Source: an optimization exercise on an open RTL-to-GDS flow (aim: small area and a short achievable clock period). Production flows keep margins and buffers that such runs may drop.
Where RTL was checked, it was by simulation tests only, not by an equivalence proof against the original.
Power and IR drop assume default switching activity.

== alpha ==
==> flow/design.v <==
module aish_merge #(
	parameter NB = 16
) (
	input  [8*NB-1:0] a,
	input  [8*NB-1:0] b,
	input  [8*NB-1:0] c,
	input  [NB-1:0]   sa,
	input  [NB-1:0]   sb,
	input  [NB-1:0]   sc,
	output [8*NB-1:0] y
);
	genvar j;
	generate
		for (j = 0; j < NB; j = j + 1) begin : g_byte
			assign y[8*j +: 8] = ~((a[8*j +: 8] & {8{sa[j]}}) |
			                       (b[8*j +: 8] & {8{sb[j]}}) |
			                       (c[8*j +: 8] & {8{sc[j]}}));
		end
	endgenerate
endmodule
module aish_rot #(
	parameter NB  = 16,
	parameter SH  = 1,
	parameter INV = 1
) (
	input  [8*NB-1:0] a,
	input             s,
	output [8*NB-1:0] y
);
	wire [8*NB-1:0] r = {a[8*SH-1:0], a[8*NB-1:8*SH]};
	wire [8*NB-1:0] m = s ? r : a;
	assign y = INV ? ~m : m;
endmodule
module aish_thermo16 (
	input  [15:0] x,
	output [15:0] t
);
	function [3:0] sort4;
		input [3:0] v;
		begin
			sort4[0] = |v;
			sort4[1] = (v[0] & v[1]) | (v[0] & v[2]) | (v[0] & v[3]) |
			           (v[1] & v[2]) | (v[1] & v[3]) | (v[2] & v[3]);
			sort4[2] = (v[0] & v[1] & v[2]) | (v[0] & v[1] & v[3]) |
			           (v[0] & v[2] & v[3]) | (v[1] & v[2] & v[3]);
			sort4[3] = &v;
		end
	endfunction
	function [7:0] add44;
		input [3:0] a;
		input [3:0] b;
		integer m, i;
		reg [4:0] ae, be;
		begin
			ae = {a, 1'b1};
			be = {b, 1'b1};
			for (m = 1; m <= 8; m = m + 1) begin
				add44[m-1] = 1'b0;
				for (i = 0; i <= 4; i = i + 1)
					if (m - i >= 0 && m - i <= 4 && i <= 4)
						add44[m-1] = add44[m-1] | (ae[i] & be[m-i]);
			end
		end
	endfunction
	function [15:0] add88;
		input [7:0] a;
		input [7:0] b;
		integer m, i;
		reg [8:0] ae, be;
		begin
			ae = {a, 1'b1};
			be = {b, 1'b1};
			for (m = 1; m <= 16; m = m + 1) begin
				add88[m-1] = 1'b0;
				for (i = 0; i <= 8; i = i + 1)
					if (m - i >= 0 && m - i <= 8)
						add88[m-1] = add88[m-1] | (ae[i] & be[m-i]);
			end
		end
	endfunction
	wire [3:0] n0 = sort4(x[3:0]);
	wire [3:0] n1 = sort4(x[7:4]);
	wire [3:0] n2 = sort4(x[11:8]);
	wire [3:0] n3 = sort4(x[15:12]);
	assign t = add88(add44(n0, n1), add44(n2, n3));
endmodule
module axi_stream_insert_header #(
	parameter DATA_WD = 128,
	parameter DATA_BYTE_WD = DATA_WD / 8
) (
	input                           clk,
	input                           rst_n,
	input                           valid_in,
	input      [DATA_WD-1 : 0]      data_in,
	input      [DATA_BYTE_WD-1 : 0] keep_in,
	input                           last_in,
	output reg                      ready_in,
	input                           valid_insert,
	input      [DATA_WD-1 : 0]      header_insert,
	input      [DATA_BYTE_WD-1 : 0] keep_insert,
	output reg                      ready_insert,
	output                          valid_out,
	output     [DATA_WD-1 : 0]      data_out,
	output     [DATA_BYTE_WD-1 : 0] keep_out,
	output                          last_out,
	input                           ready_out
);
	localparam NB = DATA_BYTE_WD;
	reg               rdy_prev;    
	reg               rdy_prev2;   
	reg [DATA_WD-1:0] data_d;      
	reg [DATA_WD-1:0] merged_n;    
	reg [4:0]         hdr_cnt;     
	reg [4:0]         keep_cnt;    
	wire start = ready_out & valid_insert & valid_in;
	wire up    = ready_in & ~rdy_prev;
	wire [15:0] ins_t;
	aish_thermo16 u_ins_t (.x(keep_insert), .t(ins_t));
	wire [4:0] ins_cnt;
	assign ins_cnt[4] = ins_t[15];
	assign ins_cnt[3] = ins_t[7] & ~ins_t[15];
	assign ins_cnt[2] = (ins_t[3] & ~ins_t[7]) | (ins_t[11] & ~ins_t[15]);
	assign ins_cnt[1] = (ins_t[1] & ~ins_t[3]) | (ins_t[5] & ~ins_t[7]) |
	                    (ins_t[9] & ~ins_t[11]) | (ins_t[13] & ~ins_t[15]);
	assign ins_cnt[0] = (ins_t[0] & ~ins_t[1]) | (ins_t[2] & ~ins_t[3]) |
	                    (ins_t[4] & ~ins_t[5]) | (ins_t[6] & ~ins_t[7]) |
	                    (ins_t[8] & ~ins_t[9]) | (ins_t[10] & ~ins_t[11]) |
	                    (ins_t[12] & ~ins_t[13]) | (ins_t[14] & ~ins_t[15]);
	reg [NB-1:0] low, sel_in, sel_hdr, sel_prev;
	integer j;
	always @(*) begin
		for (j = 0; j < NB; j = j + 1) begin
			low[j]      = up ? ins_t[j] : (hdr_cnt > j);
			sel_in[j]   = ~low[j];
			sel_hdr[j]  = low[j] & up;
			sel_prev[j] = low[j] & ~up;
		end
	end
	wire [DATA_WD-1:0] merged_n_d;
	aish_merge #(.NB(NB)) u_merge (
		.a(data_in), .b(header_insert), .c(data_d),
		.sa(sel_in), .sb(sel_hdr), .sc(sel_prev), .y(merged_n_d));
	wire [DATA_WD-1:0] r0, r1, r2;
	aish_rot #(.NB(NB), .SH(1), .INV(1)) u_rot0 (.a(merged_n), .s(hdr_cnt[0]), .y(r0));
	aish_rot #(.NB(NB), .SH(2), .INV(1)) u_rot1 (.a(r0),       .s(hdr_cnt[1]), .y(r1));
	aish_rot #(.NB(NB), .SH(4), .INV(1)) u_rot2 (.a(r1),       .s(hdr_cnt[2]), .y(r2));
	aish_rot #(.NB(NB), .SH(8), .INV(0)) u_rot3 (.a(r2),       .s(hdr_cnt[3]), .y(data_out));
	wire [5:0] end_cnt = hdr_cnt + keep_cnt;
	reg [NB-1:0] last_keep;
	integer k;
	always @(*) begin
		for (k = 0; k < NB; k = k + 1)
			last_keep[k] = (end_cnt >= 2 * NB - k);
	end
	assign valid_out = rdy_prev | rdy_prev2;
	assign last_out  = rdy_prev2 & ~rdy_prev;
	assign keep_out  = rdy_prev ? {NB{1'b1}} : last_keep;
	always @(posedge clk or negedge rst_n) begin
		if (~rst_n) begin
			ready_in     <= 1'b0;
			ready_insert <= 1'b0;
			rdy_prev     <= 1'b0;
			rdy_prev2    <= 1'b0;
		end else begin
			if (last_in)
				ready_in <= 1'b0;
			else if (start)
				ready_in <= 1'b1;
			if (ready_in)
				ready_insert <= 1'b0;
			else if (start)
				ready_insert <= 1'b1;
			rdy_prev  <= ready_in;
			rdy_prev2 <= rdy_prev;
		end
	end
	always @(posedge clk) begin
		data_d   <= data_in;
		merged_n <= merged_n_d;
		if (up)
			hdr_cnt <= ins_cnt;
		if (ready_in)
			keep_cnt <= $countones(keep_in);
	end
endmodule
export LEC_CHECK = 0
export CAP_MARGIN = 20
export CORE_MARGIN = 2
export CORE_UTILIZATION = 30
export SLEW_MARGIN = 20
export SYNTH_HIERARCHICAL = 1
create_clock -name core_clock -period 30.0 [get_ports {clk}]
standard.sh (not shown) runs the stock make flow with config.mk's settings and CLKGATE_MAP_FILE= SYNTH_SCRIPT=/design/flow/synth_recipe.tcl, a recipe that flattens the netlist after the stock synthesis.
==> flow/flow/run.sh <==
#!/bin/bash
# Standard layout, with plain buf_1 cells as the port buffers.
set -euo pipefail
bash standard.sh 'BUFFER_PORTS_ARGS=-buffer_cell sky130_fd_sc_hd__buf_1' finish > make.log 2>&1
Edits applied to the flow inputs when going from alpha to beta:
==> flow/flow/run.sh <==
#!/bin/bash
# Standard layout, with plain buf_1 cells as the port buffers and timing repair aiming well below the period.
set -euo pipefail
bash standard.sh 'BUFFER_PORTS_ARGS=-buffer_cell sky130_fd_sc_hd__buf_1' SETUP_SLACK_MARGIN=20 finish > make.log 2>&1
Findings:
The register-to-register slack number comes out lower for beta vs alpha.
beta against alpha: worst-case clock skew did not really move; final area did not really move; DRC violation count after routing did not really move; wire length on met1 went up.
Status: final standard cell count with taps included and fillers excluded parity (beta, alpha)
beta: minimum clock period after layout 0.86 ns below alpha
When beta is set beside alpha, its number of buffers outside the clock class in the layout turns out to be about 0.44% larger.
On sequential share of layout area, alpha and beta are neck and neck.
No functional check of the RTL was part of any run of this note.

---

## rev 12
axi_stream_insert_header, a different RTL version from the one above (not shown whole).
Size: about 1400 cells after synthesis, roughly 440 I/O pins, about 16000 µm² of cells after synthesis.
Settings: LEC_CHECK=0, CAP_MARGIN=20, CORE_MARGIN=2, CORE_UTILIZATION=45, CTS_CLUSTER_DIAMETER=90, CTS_CLUSTER_SIZE=24, SLEW_MARGIN=20, SYNTH_HIERARCHICAL=1; clock period 30.0 ns.
==> flow/flow/run.sh <==
#!/bin/bash
# Standard layout, with plain buf_1 cells as the port buffers and timing repair aiming well below the period.
set -euo pipefail
bash standard.sh 'BUFFER_PORTS_ARGS=-buffer_cell sky130_fd_sc_hd__buf_1' SETUP_SLACK_MARGIN=21 finish > make.log 2>&1
Rev 12 ended with every stage complete and zero timing, DRC or antenna violations.
#### Input delta (rev 13 over rev 12)
--- a/flow/config.mk
+++ b/flow/config.mk
@@ -8,5 +8,5 @@
 export CAP_MARGIN = 20
 export CORE_MARGIN = 2
-export CORE_UTILIZATION = 45
+export CORE_UTILIZATION = 30
 export CTS_CLUSTER_DIAMETER = 90
 export CTS_CLUSTER_SIZE = 24
[summary]
- In the tables for rev 12 and rev 13, die width reads higher with rev 13.
- Compared rev 13 vs rev 12, and data arrival time of the critical path is up in rev 13.
- From rev 12 to rev 13 the numbers moved as follows: share of the clock period used by the worst path after layout saw little to no change; overall power after layout saw an increase.
- Rev 13: clock period minus worst slack 0.030 ns above rev 12
- In rev 13 relative to rev 12, final standard cell count with taps included and fillers excluded had gone up by more than 10%.
- Rev 13 reports its type of the worst setup path as in2reg while rev 12 reports reg2out.
Function was not checked in any run of this note: the RTL went through the layout flow alone.

---

Another version of the RTL of axi_stream_insert_header (not shown whole).
Size in the first run: ~280 flip-flops, roughly 440 I/O pins, about 15000 um2 of cells after synthesis.
==> flow/config.mk <==
export PLATFORM = sky130hd
export DESIGN_NAME = axi_stream_insert_header
export DESIGN_NICKNAME = axi_stream_insert_header
export VERILOG_FILES = /design/flow/design.v
export SDC_FILE = /design/flow/constraint.sdc
export NUM_CORES = 4
export LEC_CHECK = 0
export CAP_MARGIN = 20
export CORE_MARGIN = 2
export CORE_UTILIZATION = 70
export CTS_BUF_LIST = sky130_fd_sc_hd__clkbuf_8
export CTS_CLUSTER_DIAMETER = 60
export CTS_CLUSTER_SIZE = 12
export SLEW_MARGIN = 20
export SYNTH_HIERARCHICAL = 1
==> flow/constraint.sdc <==
create_clock -name core_clock -period 30.0 [get_ports {clk}]
set_input_delay 6.0000 -clock core_clock [delete_from_list [all_inputs] [get_ports {clk}]]
set_output_delay 6.0000 -clock core_clock [all_outputs]
set_load 0.01 [all_outputs]
==> flow/flow/run.sh <==
#!/bin/bash
# Standard layout, with plain buf_1 cells as the port buffers and timing repair aiming well below the period.
set -euo pipefail
bash standard.sh 'BUFFER_PORTS_ARGS=-buffer_cell sky130_fd_sc_hd__buf_1' SETUP_SLACK_MARGIN=21.5 finish > make.log 2>&1
The baseline ran to the end with no violations.
==> next run, changes <==
- CORE_UTILIZATION: 70 -> 60
Outcome: Non-clock buffer count shrinks by 2. Clock skew goes down by 4.5 ps. Wire length rose slightly. Global-route usage went down by 4.9 points. Combinational power goes up slightly. Final cell count came out higher by a few percent. Synthesized cell count stays the same.
==> next run, changes <==
==> flow/flow/run.sh (replaced) <==
#!/bin/bash
# Standard layout, with plain buf_1 cells as the port buffers and timing repair aiming well below the period.
set -euo pipefail
bash standard.sh 'BUFFER_PORTS_ARGS=-buffer_cell sky130_fd_sc_hd__buf_1' SETUP_SLACK_MARGIN=21.3 finish > make.log 2>&1
What happened: First-iteration DRC count is lower by 1.8%. Sequential share of layout area grows by 0.71 points. Total power is lower by 1.4%.
==> next run, changes <==
- CORE_UTILIZATION: 60 -> 70
Outcome: Core utilization climbs by 11 points; critical path depth climbs by 2; design area is about the same; power barely changes; clock power drops by a few percent; worst setup slack loses 98 ps; maximum frequency drops slightly; clock skew climbs by 13 ps.
==> next run, changes <==
==> flow/flow/run.sh (replaced) <==
#!/bin/bash
# Standard layout, with plain buf_1 cells as the port buffers and timing repair aiming well below the period.
set -euo pipefail
bash standard.sh 'BUFFER_PORTS_ARGS=-buffer_cell sky130_fd_sc_hd__buf_1' SETUP_SLACK_MARGIN=21.8 finish > make.log 2>&1
- CORE_UTILIZATION: 70 -> 60
The new run went through all stages and came out clean.
Total power rises by 13%.
Synthesized area does not change.
Maximum frequency went up by 2.6%.
Combinational power grows by 27%.
Design area grows by 17%.
Count of clock-buffer cells in the layout goes up by 1.
Routed wire length increases by 18%.
Non-clock buffer count increases by 161.
Via count climbs by 9.6%.
Synthesized cell count stays the same.
==> next run, changes <==
==> flow/flow/run.sh (replaced) <==
#!/bin/bash
# Standard layout, with plain buf_1 cells as the port buffers and timing repair aiming well below the period.
set -euo pipefail
bash standard.sh 'BUFFER_PORTS_ARGS=-buffer_cell sky130_fd_sc_hd__buf_1' SETUP_SLACK_MARGIN=21 finish > make.log 2>&1
- CORE_UTILIZATION: 60 -> 45
- CTS_BUF_LIST: sky130_fd_sc_hd__clkbuf_8 -> default
- CTS_CLUSTER_DIAMETER: 60 -> 90
- CTS_CLUSTER_SIZE: 12 -> 24
Result: Worst setup slack got worse by 460 ps; utilization is lower by 28 points; sequential share of layout area is higher by 4.5 points; wire length came out lower by a little under a tenth.

## re-timing with driven ports
No port has a modelled driver above. Below, the same layouts with a new extraction and two added sets of constraints. Step 1 (the two cells are an assumption about what drives the block):
set clk [get_ports {clk}]
set_driving_cell -lib_cell sky130_fd_sc_hd__clkbuf_16 $clk
set_driving_cell -lib_cell sky130_fd_sc_hd__buf_2 [delete_from_list [all_inputs] $clk]
Step 2 times the ports against the registers' clock, not the clock port: input delays grow and output delays shrink by t, the midpoint of the rising clock arrivals with the driver on. a / b / c = ideal ports / drivers / drivers and shift; a / b = the first two.
run | shift t [ns] | slack for setup (ns) | worst setup path after step 2
alpha | 0.615 | 19.445 / 19.393 / 20.008 | register to output
beta | 0.616 | 20.301 / 20.248 / 20.123 | input to register
rev 12 | 0.558 | 21.111 / 21.059 / 20.585 | input to register
rev 13 | 0.595 | 21.081 / 21.057 / 20.510 | input to register
the first run of note 3 | 0.613 | 21.466 / 21.493 / 20.880 | input to register
the second run of note 3 | 0.617 | 21.479 / 21.498 / 20.881 | input to register
the third run of note 3 | 0.615 | 21.375 / 21.372 / 20.783 | input to register
the fourth run of note 3 | 0.613 | 21.278 / 21.304 / 20.691 | input to register
the fifth run of note 3 | 0.619 | 21.500 / 21.484 / 20.865 | input to register
the sixth run of note 3 | 0.555 | 21.045 / 21.078 / 20.523 | input to register
After both steps setup and hold are still met in every run listed. The setup slack of the fifth run of note 3, which loses most, moves by -0.016 ns with the drivers and by -0.635 ns with both steps.
